This design comes from an exercise in tuning for small area and a short achievable clock period on the open sky130 flow, not from production work. In this exercise RTL edits were held to simulation tests only and were not proved equivalent to the original. Power and IR drop assume default switching activity.

// mult32x32
module mult32x32 (
  input              i_clk     ,
  input              i_rstn    ,
  input  wire        i_multa_ns,
  input  wire        i_multb_ns,
  input  wire [31:0] i_multa   ,
  input  wire [31:0] i_multb   ,
  output wire [63:0] o_product
);
Size in the first run: about 3,600 cells after synthesis, about 130 I/O pins.
Settings: LEC_CHECK=0, CAP_MARGIN=20, CORE_MARGIN=2, CORE_UTILIZATION=40, PLACE_DENSITY=0.75, SETUP_SLACK_MARGIN=2.0, SLEW_MARGIN=20, SYNTH_HIERARCHICAL=1, TNS_END_PERCENT=100; clock period 4.0 ns.
standard.sh (not shown) runs the stock make flow with config.mk's settings and CLKGATE_MAP_FILE= SYNTH_SCRIPT=/design/flow/synth_recipe.tcl, a recipe that flattens the netlist after the stock synthesis.
==> flow/flow/run.sh <==
#!/bin/bash
set -euo pipefail
export CTS_ARGS="-sink_clustering_enable -repair_clock_nets -dont_use_dummy_load"
bash standard.sh > standard.log 2>&1
Then changed:
- CORE_UTILIZATION: 40 -> 60
- PLACE_DENSITY: 0.75 -> 0.85
What happened: The changed run completed with no timing, DRC or antenna violations; power grows by 2.2%; sequential power stays flat; worst hold slack is better by 0.020 ns; worst setup slack is better by 0.014 ns.
Then changed:
==> flow/run.sh (new file) <==
#!/bin/bash
# synth_recipe.tcl (not shown) runs the flow's synth.tcl, then flattens the netlist and writes it again
# the make line also repeats each setting of config.mk as NAME=value (left out here)
make -C /OpenROAD-flow-scripts/flow DESIGN_CONFIG=/design/flow/config.mk WORK_HOME=/design/flow/orfs CLKGATE_MAP_FILE= SYNTH_SCRIPT=/design/flow/synth_recipe.tcl finish
- CORE_UTILIZATION: 60 -> 40
- CTS_BUF_LIST: default -> sky130_fd_sc_hd__clkbuf_8
- PLACE_DENSITY: 0.85 -> default
removed: flow/flow/run.sh
removed: flow/standard.sh
=> The new run produced a clean layout; combinational power shrinks by a few percent; design area increases by a few percent; wire length rose by roughly a tenth; setup slack loses 0.078 ns; via count went down slightly.
Then changed:
==> flow/flow/run.sh (new file) <==
#!/bin/bash
set -euo pipefail
export CTS_ARGS="-sink_clustering_enable -repair_clock_nets -dont_use_dummy_load"
bash standard.sh > standard.log 2>&1
==> flow/standard.sh (new file) <==
#!/bin/bash
# synth_recipe.tcl (not shown) runs the flow's synth.tcl, then flattens the netlist and writes it again
# the make line also repeats each setting of config.mk as NAME=value (left out here)
make -C /OpenROAD-flow-scripts/flow DESIGN_CONFIG=/design/flow/config.mk WORK_HOME=/design/flow/orfs CLKGATE_MAP_FILE= SYNTH_SCRIPT=/design/flow/synth_recipe.tcl "${@:-finish}"
- CTS_BUF_LIST: sky130_fd_sc_hd__clkbuf_8 -> default
- PLACE_DENSITY: default -> 0.85
removed: flow/run.sh
Effect: The changed run finished with timing, DRC and antenna clean. Setup slack improves by 0.096 ns. Final area falls by a few percent. Wire length falls by a few percent. Combinational power rises by a few percent. Synthesized area is unchanged. First-iteration DRC count rises by about a fifth. Sequential share of layout area rises by 1.3 points. Synthesized cell count stays the same. Global-route usage falls by 0.88 points. Via count stays flat.
Then changed:
==> flow/run.sh (new file) <==
#!/bin/bash
# synth_recipe.tcl (not shown) runs the flow's synth.tcl, then flattens the netlist and writes it again
# the make line also repeats each setting of config.mk as NAME=value (left out here)
make -C /OpenROAD-flow-scripts/flow DESIGN_CONFIG=/design/flow/config.mk WORK_HOME=/design/flow/orfs CLKGATE_MAP_FILE= SYNTH_SCRIPT=/design/flow/synth_recipe.tcl finish
- PLACE_DENSITY: 0.85 -> default
- SETUP_SLACK_MARGIN: 2.0 -> 1.9
removed: flow/flow/run.sh
removed: flow/standard.sh
Non-clock buffer count goes up by 10.
Global-route usage went up by 0.61 points.
Hold slack gains 0.032 ns.
Then changed:
- SETUP_SLACK_MARGIN: 1.9 -> 1.8
Cell area goes down by 1.2%. Non-clock buffer count goes down by 33. Clock-buffer cell count goes up by 5. Via count goes down by 0.55%. Combinational power is about the same.

========
Starting RTL as in the previous note.
Settings: LEC_CHECK=0, CAP_MARGIN=20, CORE_MARGIN=2, CORE_UTILIZATION=40, CTS_CLUSTER_DIAMETER=60, CTS_CLUSTER_SIZE=25, SETUP_SLACK_MARGIN=2.0, SLEW_MARGIN=20, SYNTH_HIERARCHICAL=1, TNS_END_PERCENT=100; clock period 4.0 ns.
run.sh (not shown) runs the stock make flow with config.mk's settings and CLKGATE_MAP_FILE= SYNTH_SCRIPT=/design/flow/synth_recipe.tcl, a recipe that flattens the netlist after the stock synthesis.
Stock flow here: none of the scripts above is used.
The first run passed the timing, design-rule and antenna checks.
Next try:
==> flow/flow/run.sh (new file) <==
#!/bin/bash
set -euo pipefail
export CTS_ARGS="-sink_clustering_enable -repair_clock_nets -dont_use_dummy_load"
bash standard.sh > standard.log 2>&1
==> flow/standard.sh (new file) <==
#!/bin/bash
# synth_recipe.tcl (not shown) runs the flow's synth.tcl, then flattens the netlist and writes it again
# the make line also repeats each setting of config.mk as NAME=value (left out here)
make -C /OpenROAD-flow-scripts/flow DESIGN_CONFIG=/design/flow/config.mk WORK_HOME=/design/flow/orfs CLKGATE_MAP_FILE= SYNTH_SCRIPT=/design/flow/synth_recipe.tcl "${@:-finish}"
- CTS_CLUSTER_DIAMETER: 60 -> not set
- CTS_CLUSTER_SIZE: 25 -> not set
- PLACE_DENSITY: not set -> 0.85
- SETUP_SLACK_MARGIN: 2.0 -> 2.05
removed: flow/run.sh
What happened:
- register-to-register slack improves by 0.09 ns
- first-iteration DRC count came out higher by 17%
- fmax came out higher by 4.5%
- combinational power came out higher by about 10%
- total power came out higher by 0.90%
- via count came out higher by 3.1%
- setup slack improves by 0.089 ns
- cell count came out lower by 1.5%
- wire length came out lower by 0.63%
- die area does not change

========
mult32x32 again, from the RTL that the note above started with.
Design mult32x32, start of the top module:
module mult32x32 (
  input              i_clk     ,
  input              i_rstn    ,
  input  wire        i_multa_ns,
  input  wire        i_multb_ns,
  input  wire [31:0] i_multa   ,
  input  wire [31:0] i_multb   ,
  output wire [63:0] o_product
);
Settings: LEC_CHECK=0, CAP_MARGIN=20, CORE_MARGIN=2, CORE_UTILIZATION=40, CTS_CLUSTER_DIAMETER=40, CTS_CLUSTER_SIZE=10, SETUP_SLACK_MARGIN=2.0, SLEW_MARGIN=20, SYNTH_HIERARCHICAL=1, TNS_END_PERCENT=100; clock period 4.0 ns.
Stock flow here: none of the scripts above is used.
Rerun with:
Settings changed: CTS_CLUSTER_DIAMETER 40 to default, CTS_CLUSTER_SIZE 10 to default.
Outcome:
- The new run ran to the end with no violations
- critical path depth stays the same
- worst setup slack improves by 0.043 ns
- combinational power barely changes
- wire length fell by about 1.4%
- sequential power hardly moves
- design area fell by about 3%
- core utilization fell by 1.4 points
- final cell count fell by 0.82%
- register-to-register slack improves by 0.04 ns
- total power fell by 6.9%
Rerun with:
==> flow/flow/run.sh (new file) <==
#!/bin/bash
set -euo pipefail
export CTS_ARGS="-sink_clustering_enable -repair_clock_nets -dont_use_dummy_load"
bash standard.sh > standard.log 2>&1
==> flow/standard.sh (new file) <==
#!/bin/bash
# synth_recipe.tcl (not shown) runs the flow's synth.tcl, then flattens the netlist and writes it again
# the make line also repeats each setting of config.mk as NAME=value (left out here)
make -C /OpenROAD-flow-scripts/flow DESIGN_CONFIG=/design/flow/config.mk WORK_HOME=/design/flow/orfs CLKGATE_MAP_FILE= SYNTH_SCRIPT=/design/flow/synth_recipe.tcl "${@:-finish}"
removed: flow/run.sh
Effect:
- The new run finished with timing, DRC and antenna clean
- power went down by 4.0%
- utilization went down by 0.90 points
- final area went down by 1.9%
- count of clock-buffer cells in the layout went down by 43
- cell count went down by 1.6%
- critical path depth went up by 1

========
Starting RTL as in the previous note.
clock: 4.0 ns
lec_check: 0
cap_margin: 20
core_margin: 2
core_utilization: 40
gpl_routability_driven: 0
place_density: 0.75
setup_slack_margin: 2.0
slew_margin: 20
synth_hierarchical: 1
tns_end_percent: 100
standard.sh (not shown) runs the stock make flow with config.mk's settings and CLKGATE_MAP_FILE= SYNTH_SCRIPT=/design/flow/synth_recipe.tcl, a recipe that flattens the netlist after the stock synthesis.
==> flow/flow/run.sh <==
#!/bin/bash
set -euo pipefail
export CTS_ARGS="-sink_clustering_enable -repair_clock_nets -dont_use_dummy_load"
bash standard.sh > standard.log 2>&1
The first run completed without violations.
Rerun with:
==> flow/flow/run.sh (replaced) <==
#!/bin/bash
set -euo pipefail
export CTS_ARGS="-sink_clustering_enable -repair_clock_nets -dont_use_dummy_load -sink_clustering_size 20 -sink_clustering_max_diameter 100"
bash standard.sh > standard.log 2>&1
- GPL_ROUTABILITY_DRIVEN: 0 -> default
- PLACE_DENSITY: 0.75 -> 0.85
Worst hold slack gets worse by 0.024 ns.
Critical path depth is unchanged.
First-iteration DRC count is higher by a little under a tenth.
Wire length is higher by a few percent.
Setup slack gets better by 0.012 ns.
Rerun with:
==> flow/run.sh (new file) <==
#!/bin/bash
# synth_recipe.tcl (not shown) runs the flow's synth.tcl, then flattens the netlist and writes it again
# the make line also repeats each setting of config.mk as NAME=value (left out here)
make -C /OpenROAD-flow-scripts/flow DESIGN_CONFIG=/design/flow/config.mk WORK_HOME=/design/flow/orfs CLKGATE_MAP_FILE= SYNTH_SCRIPT=/design/flow/synth_recipe.tcl finish
- PLACE_DENSITY: 0.85 -> default
- SETUP_SLACK_MARGIN: 2.0 -> 2.2
removed: flow/flow/run.sh
removed: flow/standard.sh
Effect: Global-route usage came out higher by 5.6 points; maximum frequency came out lower by 0.74%; power came out higher by 15%; wire length came out higher by 27%; cell area came out higher by 17%.
Rerun with:
==> flow/flow/run.sh (new file) <==
#!/bin/bash
set -euo pipefail
export CTS_ARGS="-sink_clustering_enable -repair_clock_nets -dont_use_dummy_load"
bash standard.sh > standard.log 2>&1
==> flow/standard.sh (new file) <==
#!/bin/bash
# synth_recipe.tcl (not shown) runs the flow's synth.tcl, then flattens the netlist and writes it again
# the make line also repeats each setting of config.mk as NAME=value (left out here)
make -C /OpenROAD-flow-scripts/flow DESIGN_CONFIG=/design/flow/config.mk WORK_HOME=/design/flow/orfs CLKGATE_MAP_FILE= SYNTH_SCRIPT=/design/flow/synth_recipe.tcl "${@:-finish}"
- PLACE_DENSITY: default -> 0.95
- SETUP_SLACK_MARGIN: 2.2 -> 2.0
removed: flow/run.sh
After rerunning: The changed run passed the timing, design-rule and antenna checks; combinational power fell by about 3%; via count fell by 7.2%; sequential cell count stays the same; register-to-register slack gets worse by 0.04 ns; final cell count drops by about 8%; hold slack gains 0.0088 ns; design area came out lower by about 13%; power goes down by 6.4%; non-clock buffer count went down by 325.

==> static timing again, ports no longer ideal <==
No port has a modelled driver above. Below, the same layouts with a new extraction and two added sets of constraints. Step 1: set_driving_cell puts a clkbuf_16 on i_clk and a buf_2 on each other input, an assumption about the parent block. Step 2, shift: input delay + t, output delay - t, t = (earliest + latest rising clock arrival at the registers) / 2. This alone moves slack from input paths to output paths. a / b / c = ideal ports / drivers / drivers and shift; a / b = the first two.
| run | t (ns) | slack for setup (ns) | worst register clock-pin slew, ns |
|---|---|---|---|
| the first run of note 1 | 0.706 | 1.964 / 1.964 / 1.371 | 0.06 / 0.06 |
| the second run of note 1 | 0.686 | 1.978 / 1.978 / 1.358 | 0.06 / 0.06 |
| the third run of note 1 | 0.888 | 1.900 / 1.880 / 1.117 | 0.07 / 0.07 |
| the fourth run of note 1 | 0.699 | 1.996 / 1.973 / 1.341 | 0.07 / 0.07 |
| the fifth run of note 1 | 0.746 | 1.896 / 1.886 / 1.236 | 0.08 / 0.08 |
| the sixth run of note 1 | 0.746 | 1.704 / 1.704 / 1.115 | 0.07 / 0.07 |
| the first run of note 2 | 0.750 | 1.929 / 1.929 / 1.316 | 0.09 / 0.09 |
| the second run of note 2 | 0.699 | 2.017 / 2.004 / 1.372 | 0.07 / 0.07 |
| the first run of note 3 | 0.788 | 1.926 / 1.926 / 1.251 | 0.05 / 0.05 |
| the second run of note 3 | 0.736 | 1.969 / 1.969 / 1.343 | 0.08 / 0.08 |
| the third run of note 3 | 0.712 | 1.928 / 1.928 / 1.342 | 0.06 / 0.06 |
| the first run of note 4 | 0.688 | 1.956 / 1.956 / 1.341 | 0.07 / 0.07 |
| the second run of note 4 | 0.691 | 1.968 / 1.960 / 1.362 | 0.09 / 0.09 |
| the third run of note 4 | 0.774 | 1.953 / 1.953 / 1.423 | 0.07 / 0.07 |
| the fourth run of note 4 | 0.716 | 1.913 / 1.913 / 1.301 | 0.07 / 0.07 |
After both steps every run listed still meets setup and hold. For the third run of note 1, which loses most, drivers alone change the setup slack by -0.020 ns; drivers and shift together by -0.783 ns.
